Context: an optimization exercise on an open-source flow, tuned for small area and a short achievable clock period. The choices shown serve that exercise and are no tape-out recipe. At most, simulation tests tie the RTL to the original design; equivalence was not proved. Power figures rest on the tool's default switching activity, not on a simulated workload.

==> inputs of v5 <==
Design Top_Phase1, start of the top module:
module Top_Phase1( clk,
            reset,
            imem_data,
            pc,
            wb_rd,
            wb_data
    );
==> module Execution_Unit_ALU, before the edit <==
module Execution_Unit_ALU( gen,
                           prop,
                           inv,
                           cmp1,
                           cmp0,
                           sel_add,
                           sel_xor,
                           sel_or,
                           sel_and,
                           sel_sll,
                           sel_sr,
                           sh1,
                           sh2,
                           fill,
                           result
                         );
    input [31:0] gen;
    input [31:0] prop;
    input inv;
    input cmp1;                          
    input cmp0;                          
    input sel_add, sel_xor, sel_or, sel_and, sel_sll, sel_sr;
    input [31:0] sh1;                    
    input [7:0] sh2;                     
    input fill;                          
    output [31:0] result;
    wire [32:0] c;                       
    Carry_Prefix CP( .g(gen), .p(prop), .cin(inv), .c(c) );
    wire [31:0] sum = prop ^ c[31:0];
    wire cmp = c[32] ? cmp1 : cmp0;
    reg [31:0] u, rev;
    integer i, k;
    always @(*) begin
        for (i = 0; i < 32; i = i + 1) begin
            u[i] = 1'b0;
            for (k = 0; k < 8; k = k + 1)
                u[i] = u[i] | (sh2[k] & ((i + 4*k < 32) ? sh1[i + 4*k] : fill));
            rev[31 - i] = u[i];
        end
    end
    assign result = ({32{sel_add}} & sum)
                  | ({32{sel_xor}} & prop)
                  | ({32{sel_or}}  & (prop | gen))
                  | ({32{sel_and}} & gen)
                  | ({32{sel_sr}}  & u)
                  | ({32{sel_sll}} & rev)
                  | {31'd0, cmp};
endmodule
==> module Carry_Prefix, before the edit <==
module Carry_Prefix( g, p, cin, c );
    input [31:0] g;
    input [31:0] p;
    input cin;
    output [32:0] c;
    wire [32:0] gg [0:6];
    wire [32:0] pp [0:6];
    assign gg[0] = {g, cin};
    assign pp[0] = {p, 1'b0};
    genvar l, i;
    generate
        for (l = 0; l < 6; l = l + 1) begin : lvl
            for (i = 0; i <= 32; i = i + 1) begin : b_
                if (i >= (1 << l)) begin
                    assign gg[l+1][i] = gg[l][i] | (pp[l][i] & gg[l][i - (1 << l)]);
                    assign pp[l+1][i] = pp[l][i] & pp[l][i - (1 << l)];
                end else begin
                    assign gg[l+1][i] = gg[l][i];
                    assign pp[l+1][i] = pp[l][i];
                end
            end
        end
    endgenerate
    assign c = gg[6];
endmodule
==> module Top_Phase1, before the edit <==
module Top_Phase1( clk,
            reset,
            imem_data,
            pc,
            wb_rd,
            wb_data
    );
    input clk;
    input reset;
    input [31:0] imem_data;                                              
    output [31:0] pc;                                                    
    output [4:0] wb_rd;                                                  
    output [31:0] wb_data;                                               
    Instruction_Fetch IF( .clk(clk),
                          .reset(reset),
                          .pc(pc)
                        );
    wire [4:0] n_rs1, n_rs2, n_rd;
    wire n_is_imm, n_inv;
    wire n_add, n_slt, n_sltu, n_xor, n_or, n_and, n_sll, n_sr, n_arith;
    wire [31:0] n_imm;
    Instruction_decode ID( .instruction(imem_data),
                           .rs1(n_rs1),
                           .rs2(n_rs2),
                           .rd(n_rd),
                           .is_imm(n_is_imm),
                           .inv(n_inv),
                           .sel_add(n_add),
                           .sel_slt(n_slt),
                           .sel_sltu(n_sltu),
                           .sel_xor(n_xor),
                           .sel_or(n_or),
                           .sel_and(n_and),
                           .sel_sll(n_sll),
                           .sel_sr(n_sr),
                           .arith(n_arith),
                           .imm(n_imm)
                         );
    reg [4:0]  rd_q;                                                     
    reg [31:0] sh1_q;                                                    
    reg [7:0] sh2_q;                                                     
    reg fill_q;                                                          
    reg [31:0] g_q, p_q;                                                 
    reg inv_q, cmp1_q, cmp0_q, add_q, xor_q, or_q, and_q, sll_q, sr_q;
    wire [31:0] alu_result;
    wire [31:0] rf1, rf2;
    Register_File RF( .clk(clk),
                      .rs1(n_rs1),
                      .rs2(n_rs2),
                      .rd(rd_q),
                      .rd1(rf1),
                      .rd2(rf2),
                      .wd(alu_result)
                    );
    wire byp1 = (rd_q != 5'd0) && (n_rs1 == rd_q);
    wire byp2 = (rd_q != 5'd0) && (n_rs2 == rd_q) && !n_is_imm;
    wire [31:0] a_d = byp1 ? alu_result : rf1;
    wire [31:0] b_slow = (n_is_imm ? n_imm : rf2) ^ {32{n_inv}};
    wire [31:0] b_d = byp2 ? (alu_result ^ {32{n_inv}}) : b_slow;
    wire [4:0] shamt = n_is_imm ? n_imm[4:0] : (byp2 ? alu_result[4:0] : rf2[4:0]);
    always @(posedge clk or posedge reset) begin
        if (reset)
            rd_q <= 5'd0;
        else
            rd_q <= n_rd;
    end
    wire sx = a_d[31] ^ b_d[31];
    wire n_fill = n_sr & n_arith & a_d[31];
    reg [31:0] x, t1;
    integer i, k;
    always @(*) begin
        for (i = 0; i < 32; i = i + 1)
            x[i] = n_sll ? a_d[31 - i] : a_d[i];
        for (i = 0; i < 32; i = i + 1) begin
            t1[i] = 1'b0;
            for (k = 0; k < 4; k = k + 1)
                t1[i] = t1[i] | ((shamt[1:0] == k) & ((i + k < 32) ? x[i + k] : n_fill));
        end
    end
    integer j;
    always @(posedge clk) begin
        sh1_q  <= t1;
        fill_q <= n_fill;
        for (j = 0; j < 8; j = j + 1)
            sh2_q[j] <= (shamt[4:2] == j);
        g_q    <= a_d & b_d;
        p_q    <= a_d ^ b_d;
        inv_q  <= n_inv;
        cmp1_q <= n_slt & !sx;
        cmp0_q <= (n_slt & sx) | n_sltu;
        add_q  <= n_add;
        xor_q  <= n_xor;
        or_q   <= n_or;
        and_q  <= n_and;
        sll_q  <= n_sll;
        sr_q   <= n_sr;
    end
    Execution_Unit_ALU ALU( .gen(g_q),
                            .prop(p_q),
                            .inv(inv_q),
                            .cmp1(cmp1_q),
                            .cmp0(cmp0_q),
                            .sel_add(add_q),
                            .sel_xor(xor_q),
                            .sel_or(or_q),
                            .sel_and(and_q),
                            .sel_sll(sll_q),
                            .sel_sr(sr_q),
                            .sh1(sh1_q),
                            .sh2(sh2_q),
                            .fill(fill_q),
                            .result(alu_result)
                          );
    assign wb_rd   = rd_q;
    assign wb_data = alu_result;
endmodule
clock: 10.0 ns
lec_check: 0
cap_margin: 30
core_margin: 2
core_utilization: 45
cts_cluster_diameter: 100
cts_cluster_size: 20
setup_slack_margin: 5
slew_margin: 30
tns_end_percent: 5
run.sh (not shown) runs the stock make flow with config.mk's settings and CLKGATE_MAP_FILE= SYNTH_SCRIPT=/design/flow/synth_recipe.tcl, a recipe that flattens the netlist after the stock synthesis.
==> v9 (differences from v5) <==
--- a/flow/design.v
+++ b/flow/design.v
@@ -121,8 +121,8 @@
 `timescale 1ns / 1ps
-module Execution_Unit_ALU( gen,
-                           prop,
+module Execution_Unit_ALU( op1,
+                           op2,
                            inv,
-                           cmp1,
-                           cmp0,
                            sel_add,
+                           sel_slt,
+                           sel_sltu,
                            sel_xor,
@@ -134,20 +134,21 @@
                            sh2,
-                           fill,
+                           sh3,
+                           sra,
                            result
                          );
-    input [31:0] gen;
-    input [31:0] prop;
+    input [31:0] op1;
+    input [31:0] op2;
     input inv;
-    input cmp1;                          
-    input cmp0;                          
-    input sel_add, sel_xor, sel_or, sel_and, sel_sll, sel_sr;
-    input [31:0] sh1;                    
-    input [7:0] sh2;                     
-    input fill;                          
+    input sel_add, sel_slt, sel_sltu, sel_xor, sel_or, sel_and, sel_sll, sel_sr;
+    input [7:0] sh1;                     
+    input [3:0] sh2;                     
+    input [1:0] sh3;                     
+    input sra;                           
     output [31:0] result;
-    wire [32:0] c;                       
-    Carry_Prefix CP( .g(gen), .p(prop), .cin(inv), .c(c) );
-    wire [31:0] sum = prop ^ c[31:0];
-    wire cmp = c[32] ? cmp1 : cmp0;
-    reg [31:0] u, rev;
+    wire [32:0] sum = {1'b0, op1} + {1'b0, op2} + {32'd0, inv};
+    wire cout = sum[32];
+    wire sltu = ~cout;
+    wire slt  = cout ^ op1[31] ^ op2[31];
+    wire fill = sra & op1[31];          
+    reg [31:0] t1, t2, t3, rev;
     integer i, k;
@@ -155,40 +156,25 @@
         for (i = 0; i < 32; i = i + 1) begin
-            u[i] = 1'b0;
-            for (k = 0; k < 8; k = k + 1)
-                u[i] = u[i] | (sh2[k] & ((i + 4*k < 32) ? sh1[i + 4*k] : fill));
-            rev[31 - i] = u[i];
+            t1[i] = 1'b0;
+            for (k = 0; k < 4; k = k + 1) begin
+                t1[i] = t1[i] | (sh1[k]   & ((i + k < 32) ? op1[i + k] : fill))
+                              | (sh1[4+k] & ((i + k < 32) ? op1[31 - i - k] : 1'b0));
+            end
+        end
+        for (i = 0; i < 32; i = i + 1) begin
+            t2[i] = 1'b0;
+            for (k = 0; k < 4; k = k + 1)
+                t2[i] = t2[i] | (sh2[k] & ((i + 4*k < 32) ? t1[i + 4*k] : fill));
+        end
+        for (i = 0; i < 32; i = i + 1) begin
+            t3[i] = (sh3[0] & t2[i]) | (sh3[1] & ((i + 16 < 32) ? t2[i + 16] : fill));
+            rev[31 - i] = t3[i];
         end
     end
-    assign result = ({32{sel_add}} & sum)
-                  | ({32{sel_xor}} & prop)
-                  | ({32{sel_or}}  & (prop | gen))
-                  | ({32{sel_and}} & gen)
-                  | ({32{sel_sr}}  & u)
+    assign result = ({32{sel_add}} & sum[31:0])
+                  | ({32{sel_xor}} & (op1 ^ op2))
+                  | ({32{sel_or}}  & (op1 | op2))
+                  | ({32{sel_and}} & (op1 & op2))
+                  | ({32{sel_sr}}  & t3)
                   | ({32{sel_sll}} & rev)
-                  | {31'd0, cmp};
-endmodule
-module Carry_Prefix( g, p, cin, c );
-    input [31:0] g;
-    input [31:0] p;
-    input cin;
-    output [32:0] c;
-    wire [32:0] gg [0:6];
-    wire [32:0] pp [0:6];
-    assign gg[0] = {g, cin};
-    assign pp[0] = {p, 1'b0};
-    genvar l, i;
-    generate
-        for (l = 0; l < 6; l = l + 1) begin : lvl
-            for (i = 0; i <= 32; i = i + 1) begin : b_
-                if (i >= (1 << l)) begin
-                    assign gg[l+1][i] = gg[l][i] | (pp[l][i] & gg[l][i - (1 << l)]);
-                    assign pp[l+1][i] = pp[l][i] & pp[l][i - (1 << l)];
-                end else begin
-                    assign gg[l+1][i] = gg[l][i];
-                    assign pp[l+1][i] = pp[l][i];
-                end
-            end
-        end
-    endgenerate
-    assign c = gg[6];
+                  | {31'd0, (sel_slt & slt) | (sel_sltu & sltu)};
 endmodule
@@ -234,7 +220,7 @@
     reg [4:0]  rd_q;                                                     
-    reg [31:0] sh1_q;                                                    
-    reg [7:0] sh2_q;                                                     
-    reg fill_q;                                                          
-    reg [31:0] g_q, p_q;                                                 
-    reg inv_q, cmp1_q, cmp0_q, add_q, xor_q, or_q, and_q, sll_q, sr_q;
+    reg [31:0] a_q, b_q;                                                 
+    reg inv_q, add_q, slt_q, sltu_q, xor_q, or_q, and_q, sll_q, sr_q, sra_q;
+    reg [7:0] sh1_q;
+    reg [3:0] sh2_q;
+    reg [1:0] sh3_q;
     wire [31:0] alu_result;
@@ -261,27 +247,10 @@
     end
-    wire sx = a_d[31] ^ b_d[31];
-    wire n_fill = n_sr & n_arith & a_d[31];
-    reg [31:0] x, t1;
-    integer i, k;
-    always @(*) begin
-        for (i = 0; i < 32; i = i + 1)
-            x[i] = n_sll ? a_d[31 - i] : a_d[i];
-        for (i = 0; i < 32; i = i + 1) begin
-            t1[i] = 1'b0;
-            for (k = 0; k < 4; k = k + 1)
-                t1[i] = t1[i] | ((shamt[1:0] == k) & ((i + k < 32) ? x[i + k] : n_fill));
-        end
-    end
     integer j;
     always @(posedge clk) begin
-        sh1_q  <= t1;
-        fill_q <= n_fill;
-        for (j = 0; j < 8; j = j + 1)
-            sh2_q[j] <= (shamt[4:2] == j);
-        g_q    <= a_d & b_d;
-        p_q    <= a_d ^ b_d;
+        a_q    <= a_d;
+        b_q    <= b_d;
         inv_q  <= n_inv;
-        cmp1_q <= n_slt & !sx;
-        cmp0_q <= (n_slt & sx) | n_sltu;
         add_q  <= n_add;
+        slt_q  <= n_slt;
+        sltu_q <= n_sltu;
         xor_q  <= n_xor;
@@ -291,9 +260,17 @@
         sr_q   <= n_sr;
+        sra_q  <= n_sr & n_arith;
+        for (j = 0; j < 4; j = j + 1) begin
+            sh1_q[j]   <= !n_sll && (shamt[1:0] == j);
+            sh1_q[4+j] <=  n_sll && (shamt[1:0] == j);
+            sh2_q[j]   <= (shamt[3:2] == j);
+        end
+        sh3_q[0] <= !shamt[4];
+        sh3_q[1] <=  shamt[4];
     end
-    Execution_Unit_ALU ALU( .gen(g_q),
-                            .prop(p_q),
+    Execution_Unit_ALU ALU( .op1(a_q),
+                            .op2(b_q),
                             .inv(inv_q),
-                            .cmp1(cmp1_q),
-                            .cmp0(cmp0_q),
                             .sel_add(add_q),
+                            .sel_slt(slt_q),
+                            .sel_sltu(sltu_q),
                             .sel_xor(xor_q),
@@ -305,3 +282,4 @@
                             .sh2(sh2_q),
-                            .fill(fill_q),
+                            .sh3(sh3_q),
+                            .sra(sra_q),
                             .result(alu_result)
==> flow/config.mk (replaced) <==
export PLATFORM = sky130hd
export DESIGN_NAME = Top_Phase1
export DESIGN_NICKNAME = Top_Phase1
export VERILOG_FILES = /design/flow/design.v
export SDC_FILE = /design/flow/constraint.sdc
export NUM_CORES = 4
export LEC_CHECK = 0
export CAP_MARGIN = 20
export CORE_MARGIN = 2
export CORE_UTILIZATION = 40
export SLEW_MARGIN = 20
==> v14 (differences from v5) <==
--- a/flow/config.mk
+++ b/flow/config.mk
@@ -9,5 +9,6 @@
 export CORE_MARGIN = 2
-export CORE_UTILIZATION = 45
+export CORE_UTILIZATION = 40
 export CTS_CLUSTER_DIAMETER = 100
 export CTS_CLUSTER_SIZE = 20
+export PLACE_DENSITY = 0.75
 export SETUP_SLACK_MARGIN = 5
==> results.txt <==
Utilization, highest first: v5, v14, v9. Against v14, the cell area of v9 is lower by 2.6%. Register-to-register slack: v9 > v14 > v5. Against v5, the power of v14 is smaller by 1.0%. The lowest clock power belongs to v14, the highest to v9. In v9 the combinational power is lower than in v14, by about 10%. Of v14 and v9, v14 has the higher wire length (gap 1.1%, measured against v9). Synthesized cell count: v5 is larger than v9 (5.2%). The highest critical path depth belongs to v5, the lowest to v14.
==> figures <==
                                                              v5             v14              v9
Result of the run                                 finished clean  finished clean  finished clean
Met2 routed WL                                         106000 um        95700 um       100000 um
Critical Path Sink                                  RF.x[3].r[0]     wb_data[25]     wb_data[27]
Detailed-route wire length                             271000 um       255000 um       252000 um
Crit path depth                                               30              10              11
Layout fillers                                              9705           11100           11200
Total Die Area                                       0.118 sq mm     0.132 sq mm     0.131 sq mm
Total clock network power                              0.00297 W       0.00289 W       0.00433 W
Arrival time worst endpoint                              5830 ps         3390 ps         5360 ps
Crit end category                                           flop      output pin      output pin
Tapcell Cnt                                                 1512            1662            1662
Sequential Area                                     0.0330 sq mm    0.0330 sq mm    0.0324 sq mm
Cell internal pwr                                      0.00705 W       0.00702 W       0.00795 W
Synthesized cell area                               0.0517 sq mm    0.0517 sq mm    0.0511 sq mm
Wire length of the first global-routing pass           358000 um       343000 um       339000 um
Fraction of the cycle the final worst path needs           53.9%           53.9%           73.6%
Clock period minus final worst setup slack               5390 ps         5390 ps         7360 ps
Total number of sequential cells                            1141            1141            1115
Sequential share of power                                  55.8%           56.3%           48.8%
Post-synth cell types                                         92              92              86
Only the layout flow was run in v9; the RTL was not checked for function there.

separate check: timing with driven ports:
Ports are ideal in the flow. The routed layouts listed here were re-timed in OpenROAD. Step 1 (the two cells are an assumption about what drives the block):
set clk [get_ports {clk}]
set_driving_cell -lib_cell sky130_fd_sc_hd__clkbuf_16 $clk
set_driving_cell -lib_cell sky130_fd_sc_hd__buf_2 [delete_from_list [all_inputs] $clk]
Step 2 moves the port delays by t, midway between the first and last clock arrival at a register: inputs arrive t later, outputs are due t later. That takes back most of the time a late clock gives input paths. a / b / c = no drivers / after step 1 / after step 2; a / b = the first two.
run	t, ns	setup WS [ns]	worst setup path at the end	clock arrival spread, ns	slew at the worst register clock pin (ns)
v5	0.764	4.614 / 4.533 / 4.103	input to register	0.041 / 0.041	0.10 / 0.10
v9	0.802	2.636 / 2.559 / 3.361	register to output	0.035 / 0.036	0.07 / 0.07
v14	0.764	4.608 / 4.530 / 3.946	input to register	0.046 / 0.045	0.10 / 0.10
After both steps setup and hold are still met in every run listed. For v14, which loses most, drivers alone change the setup slack by -0.078 ns; drivers and shift together by -0.662 ns.
